What follows belongs to an exercise in optimizing a design on an open flow for small area; a production flow would make more cautious choices. Where RTL was checked, it was by simulation tests only, not by an equivalence proof against the original. No activity file was given, so power comes from the tool's default toggle rates.

Design car_ctrl, start of the top module:
module car_ctrl #(
    parameter [8:0] E_PWR  = 9'd33,   M_PWR  = 9'd511,    
    parameter [9:0] E_MAL  = 10'd274, M_MAL  = 10'd755,   
    parameter [9:0] E_MAB  = 10'd916, M_MAB  = 10'd511,   
    parameter [9:0] E_TRG  = 10'd761, M_TRG  = 10'd143,   
    parameter [9:0] E_MEND = 10'd386, M_MEND = 10'd135,   
    parameter [9:0] E_TL   = 10'd549, M_TL   = 10'd487,   
    parameter [9:0] E_TB   = 10'd808, M_TB   = 10'd895,   
    parameter [9:0] E_BK   = 10'd743, M_BK   = 10'd1019,  
    parameter [9:0] E_FW   = 10'd294, M_FW   = 10'd695,   
    parameter [9:0] E_RC   = 10'd356, M_RC   = 10'd1023,  
    parameter [9:0] M_RCNZ = 10'd511,                     
    parameter [6:0] E_LED  = 7'd108,  M_LED  = 7'd119,    
    parameter [5:0] E_MF   = 6'd8,    M_MF   = 6'd29,     
    parameter [6:0] E_MB   = 7'd9,    M_MB   = 7'd111     
    ) (
    input clk,
    input rst,
    input power,
    input [1:0] mode_selection,
    input man_reverse,
    input man_brake,
    input man_clutch,
    input up,
    input right,
    input left,
    input down,
    input middle,
    input middle_click_reverse,
    input [3:0] detector,  
    output left_light,
    output right_light,
    output [3:0] move_signal,  
    output place_barrier,
    output destroy_barrier,
    output [7:0] seg_en,
    output [7:0] seg_out0,
    output [7:0] seg_out1
    );
    wire [3:0] d = detector;
    reg p_on, p_pr;
    reg [8:0] p_cnt;
    wire brk;
    wire p_done = p_pr & (((p_cnt ^ E_PWR) & M_PWR) == 9'd0);
    always @(posedge clk) begin
        if (rst | brk) begin
  ...
make LEC_CHECK=0 CAP_MARGIN=20 CORE_MARGIN=2 CORE_UTILIZATION=70 PLACE_DENSITY=0.8 SLEW_MARGIN=20 finish   # period 10.0 ns
run.sh (not shown) runs the stock make flow with config.mk's settings and CLKGATE_MAP_FILE= SYNTH_SCRIPT=/design/flow/synth_recipe.tcl, a recipe that flattens the netlist after the stock synthesis.
The baseline passed the timing, design-rule and antenna checks.
Rerun with:
- ABC_AREA: default -> 1
- CORE_UTILIZATION: 70 -> 40
- PLACE_DENSITY: 0.8 -> default
What happened: Final area is higher by a little under a tenth. Power is higher by a few percent. Global-route usage is lower by 11 points. Synthesized cell count is higher by a quarter to a third.
Rerun with:
- ABC_AREA: 1 -> default
- CTS_BUF_LIST: default -> sky130_fd_sc_hd__clkbuf_8
- CTS_CLUSTER_DIAMETER: default -> 60
- CTS_CLUSTER_SIZE: default -> 20
=> The new run produced a clean layout; non-clock buffer count rose by 2; sequential cell count stays the same; maximum frequency fell by 7.0%; setup slack got worse by 0.47 ns; power fell by 15%; via count fell by 16%; area after synthesis fell by 4.6%; synthesized cell count fell by 25%; clock-buffer cell count fell by 7; worst hold slack improved by 0.043 ns.
Rerun with:
==> flow/flow/run.sh (new file) <==
#!/bin/bash
# Standard ORFS layout (the standard.sh) with three changes:
#  - synthesis maps logic with an area-oriented ABC script (flow/abc.script)
#    and without Yosys's full/half-adder extraction (ADDER_MAP_FILE empty);
#  - port buffers are sky130_fd_sc_hd__buf_1.
# Registers, floorplan, power grid, placement, CTS and routing are as in
# the standard flow. Each step's log is under orfs/logs; make's output goes
# to flow_make.log in the work folder.
set -euo pipefail
W=$PWD
rm -rf "$W/scripts_local"
cp -r "$FLOW_HOME/scripts" "$W/scripts_local"
cp "$W/flow/abc.script" "$W/scripts_local/abc_speed.script"
bash "$W/standard.sh" SCRIPTS_DIR="$W/scripts_local" ADDER_MAP_FILE= \
  "BUFFER_PORTS_ARGS=-buffer_cell sky130_fd_sc_hd__buf_1" finish > "$W/flow_make.log" 2>&1
==> flow/flow/abc.script (new file) <==
strash
ifraig
scorr
dc2
strash
&get -n
&dch -f
&nf -R 1000
&put
topo
dnsize
==> flow/standard.sh (new file) <==
#!/bin/bash
# synth_recipe.tcl (not shown) runs the flow's synth.tcl, then flattens the netlist and writes it again
# the make line also repeats each setting of config.mk as NAME=value (left out here)
make -C /OpenROAD-flow-scripts/flow DESIGN_CONFIG=/design/flow/config.mk WORK_HOME=/design/flow/orfs CLKGATE_MAP_FILE= SYNTH_SCRIPT=/design/flow/synth_recipe.tcl "${@:-finish}"
- CTS_BUF_LIST: sky130_fd_sc_hd__clkbuf_8 -> sky130_fd_sc_hd__clkbuf_16
- CTS_CLUSTER_DIAMETER: 60 -> 100
- CTS_CLUSTER_SIZE: 20 -> 30
removed: flow/run.sh
What happened: First-iteration DRC count came out lower by 24%; clock power decreases by about 24%; via count fell by about 13%; setup slack is worse by 0.42 ns; global-route usage goes up by 0.14 points; core utilization came out lower by 0.80 points; power went down by about 11%.
Rerun with:
- CTS_BUF_LIST: sky130_fd_sc_hd__clkbuf_16 -> default
- CTS_CLUSTER_DIAMETER: 100 -> default
- CTS_CLUSTER_SIZE: 30 -> default
Effect: The new run completed with no timing, DRC or antenna violations; design area came out higher by 3.9%; synthesized area stays the same; core utilization increases by 1.7 points; power increases by 24%; fmax barely changes; routed wire length rose by about 2.5%; non-clock buffer count stays the same; worst setup slack gets worse by 0.020 ns.
No functional check of the RTL was part of any run of this note.

Another version of the RTL of car_ctrl (not shown whole).
Size in the first run: roughly 1,000 cells after synthesis, about 50 I/O pins, ~9200 sq um of cells after synthesis.
export LEC_CHECK = 0
export CAP_MARGIN = 20
export CORE_MARGIN = 2
export CORE_UTILIZATION = 65
export CTS_BUF_LIST = sky130_fd_sc_hd__clkbuf_16
export CTS_CLUSTER_DIAMETER = 100
export CTS_CLUSTER_SIZE = 30
export PLACE_DENSITY = 0.75
export SLEW_MARGIN = 20
create_clock -name core_clock -period 10.0 [get_ports {clk}]
standard.sh (not shown) runs the stock make flow with config.mk's settings and CLKGATE_MAP_FILE= SYNTH_SCRIPT=/design/flow/synth_recipe.tcl, a recipe that flattens the netlist after the stock synthesis.
==> flow/flow/run.sh <==
#!/bin/bash
# Standard ORFS layout (the standard.sh) with three changes:
#  - synthesis restructures and maps logic with an area-oriented ABC script
#    (flow/abc.script: &deepsyn, then &nf area recovery)
#    and without Yosys's full/half-adder extraction (ADDER_MAP_FILE empty);
#  - port buffers are sky130_fd_sc_hd__buf_1.
# Registers, floorplan, power grid, placement, CTS and routing are as in
# the standard flow. Each step's log is under orfs/logs; make's output goes
# to flow_make.log in the work folder.
set -euo pipefail
W=$PWD
rm -rf "$W/scripts_local"
cp -r "$FLOW_HOME/scripts" "$W/scripts_local"
cp "$W/flow/abc.script" "$W/scripts_local/abc_speed.script"
bash "$W/standard.sh" SCRIPTS_DIR="$W/scripts_local" ADDER_MAP_FILE= \
  "BUFFER_PORTS_ARGS=-buffer_cell sky130_fd_sc_hd__buf_1" finish > "$W/flow_make.log" 2>&1
==> flow/flow/abc.script <==
strash
&get -n
&deepsyn -I 4 -J 50
&put
strash
&get -n
&dch -f
&nf -R 1000
&put
topo
dnsize
The first run completed with no timing, DRC or antenna violations.
Change:
--- a/flow/config.mk
+++ b/flow/config.mk
@@ -9,3 +9,3 @@
 export CORE_MARGIN = 2
-export CORE_UTILIZATION = 65
+export CORE_UTILIZATION = 40
 export CTS_BUF_LIST = sky130_fd_sc_hd__clkbuf_16
@@ -13,3 +13,2 @@
 export CTS_CLUSTER_SIZE = 30
-export PLACE_DENSITY = 0.75
 export SLEW_MARGIN = 20
Result: Total power increases by 3.2%. Area after synthesis stays the same. Cell area increases by 1.6%.
Change:
==> flow/flow/run.sh (replaced) <==
#!/bin/bash
# Standard ORFS layout (the standard.sh) with these changes:
#  - synthesis restructures and maps logic with an area-oriented ABC script
#    (flow/abc.script: &deepsyn, then &nf area recovery)
#    and without Yosys's full/half-adder extraction (ADDER_MAP_FILE empty);
#  - port buffers are sky130_fd_sc_hd__buf_1;
#  - clock tree: clkbuf_16 at the leaves (up to 30 flip-flops within 100 um),
#    clkbuf_4 above them, no dummy loads.
# Registers, floorplan, power grid, placement and routing are as in the
# standard flow. Each step's log is under orfs/logs; make's output goes
# to flow_make.log in the work folder.
set -euo pipefail
W=$PWD
rm -rf "$W/scripts_local"
cp -r "$FLOW_HOME/scripts" "$W/scripts_local"
cp "$W/flow/abc.script" "$W/scripts_local/abc_speed.script"
bash "$W/standard.sh" SCRIPTS_DIR="$W/scripts_local" ADDER_MAP_FILE= \
  "BUFFER_PORTS_ARGS=-buffer_cell sky130_fd_sc_hd__buf_1" \
  "CTS_ARGS=-sink_clustering_enable -repair_clock_nets -sink_clustering_size 30 -sink_clustering_max_diameter 100 -buf_list sky130_fd_sc_hd__clkbuf_16 -dont_use_dummy_load -root_buf sky130_fd_sc_hd__clkbuf_4 -tree_buf sky130_fd_sc_hd__clkbuf_4" finish > "$W/flow_make.log" 2>&1
--- a/flow/config.mk
+++ b/flow/config.mk
@@ -9,6 +9,4 @@
 export CORE_MARGIN = 2
-export CORE_UTILIZATION = 40
-export CTS_BUF_LIST = sky130_fd_sc_hd__clkbuf_16
-export CTS_CLUSTER_DIAMETER = 100
-export CTS_CLUSTER_SIZE = 30
+export CORE_UTILIZATION = 80
+export PLACE_DENSITY = 0.88
 export SLEW_MARGIN = 20
Outcome:
- register-to-register slack barely changes
- worst setup slack improves by 0.0065 ns
- first-iteration DRC count increases by 89%
- total power is lower by 8.5%
- clock power decreases by 24%
- wire length grows by 1.8%
- sequential power is about the same
- final cell count goes down by 11%
- synthesized cell count is unchanged
- clock-buffer cell count shrinks by 1
- global-route usage rose by 16 points
Change:
==> flow/flow/run.sh (replaced) <==
#!/bin/bash
# Standard ORFS layout (the standard.sh) with three changes:
#  - synthesis restructures and maps logic with an area-oriented ABC script
#    (flow/abc.script: &deepsyn, then &nf area recovery)
#    and without Yosys's full/half-adder extraction (ADDER_MAP_FILE empty);
#  - port buffers are sky130_fd_sc_hd__buf_1.
# Registers, floorplan, power grid, placement, CTS and routing are as in
# the standard flow. Each step's log is under orfs/logs; make's output goes
# to flow_make.log in the work folder.
set -euo pipefail
W=$PWD
rm -rf "$W/scripts_local"
cp -r "$FLOW_HOME/scripts" "$W/scripts_local"
cp "$W/flow/abc.script" "$W/scripts_local/abc_speed.script"
bash "$W/standard.sh" SCRIPTS_DIR="$W/scripts_local" ADDER_MAP_FILE= \
  "BUFFER_PORTS_ARGS=-buffer_cell sky130_fd_sc_hd__buf_1" finish > "$W/flow_make.log" 2>&1
--- a/flow/config.mk
+++ b/flow/config.mk
@@ -9,4 +9,8 @@
 export CORE_MARGIN = 2
-export CORE_UTILIZATION = 80
-export PLACE_DENSITY = 0.88
+export CORE_UTILIZATION = 40
+export CTS_BUF_LIST = sky130_fd_sc_hd__clkbuf_16
+export CTS_CLUSTER_DIAMETER = 100
+export CTS_CLUSTER_SIZE = 30
+export GPL_ROUTABILITY_DRIVEN = 0
+export GPL_TIMING_DRIVEN = 0
 export SLEW_MARGIN = 20
Effect: The changed run ran to the end with no violations; area after synthesis does not change; worst setup slack degrades by 0.45 ns; wire length falls by about 3.5%; worst hold slack hardly moves; die area went up by 96%.

## port drivers added, routing unchanged
The results above use ideal ports. As a check the final layouts listed here were re-extracted and re-timed, cells and wires unchanged.
Step 1 assumes that a clkbuf_16 drives the clock port and a buf_2 every other input.
Step 2 also shifts input and output timing later by t, the mid clock arrival at the registers, as if the neighbouring blocks saw the same clock.
Slacks: ideal ports / drivers / drivers and shift; pairs: ideal ports / drivers.
| run | shift t [ns] | setup WS [ns] | hold WS [ns] | clock arrival spread, ns | pins driven straight from the clock port |
|---|---|---|---|---|---|
| the first run of note 1 | 0.550 | 3.288 / 3.255 / 3.255 | 0.445 / 0.445 / 0.445 | 0.015 / 0.015 | 1 |
| the second run of note 1 | 0.558 | 3.761 / 3.736 / 3.736 | 0.414 / 0.414 / 0.414 | 0.021 / 0.021 | 1 |
| the third run of note 1 | 0.586 | 3.292 / 3.259 / 3.259 | 0.457 / 0.457 / 0.457 | 0.045 / 0.044 | 1 |
| the fourth run of note 1 | 0.506 | 2.876 / 2.897 / 2.391 | 0.457 / 0.457 / 0.457 | 0.020 / 0.021 | 1 |
| the fifth run of note 1 | 0.552 | 2.856 / 2.878 / 2.327 | 0.447 / 0.447 / 0.447 | 0.015 / 0.015 | 1 |
| the first run of note 2 | 0.501 | 3.578 / 3.554 / 3.457 | 0.461 / 0.461 / 0.461 | 0.021 / 0.020 | 1 |
| the second run of note 2 | 0.504 | 3.585 / 3.562 / 3.478 | 0.460 / 0.460 / 0.460 | 0.030 / 0.029 | 1 |
| the third run of note 2 | 0.583 | 3.592 / 3.568 / 3.510 | 0.463 / 0.463 / 0.463 | 0.038 / 0.038 | 1 |
| the fourth run of note 2 | 0.509 | 3.141 / 3.120 / 2.997 | 0.466 / 0.466 / 0.466 | 0.012 / 0.012 | 1 |
After both steps setup and hold are still met in every run listed. For the fifth run of note 1, which loses most, drivers alone change the setup slack by +0.022 ns; drivers and shift together by -0.529 ns.
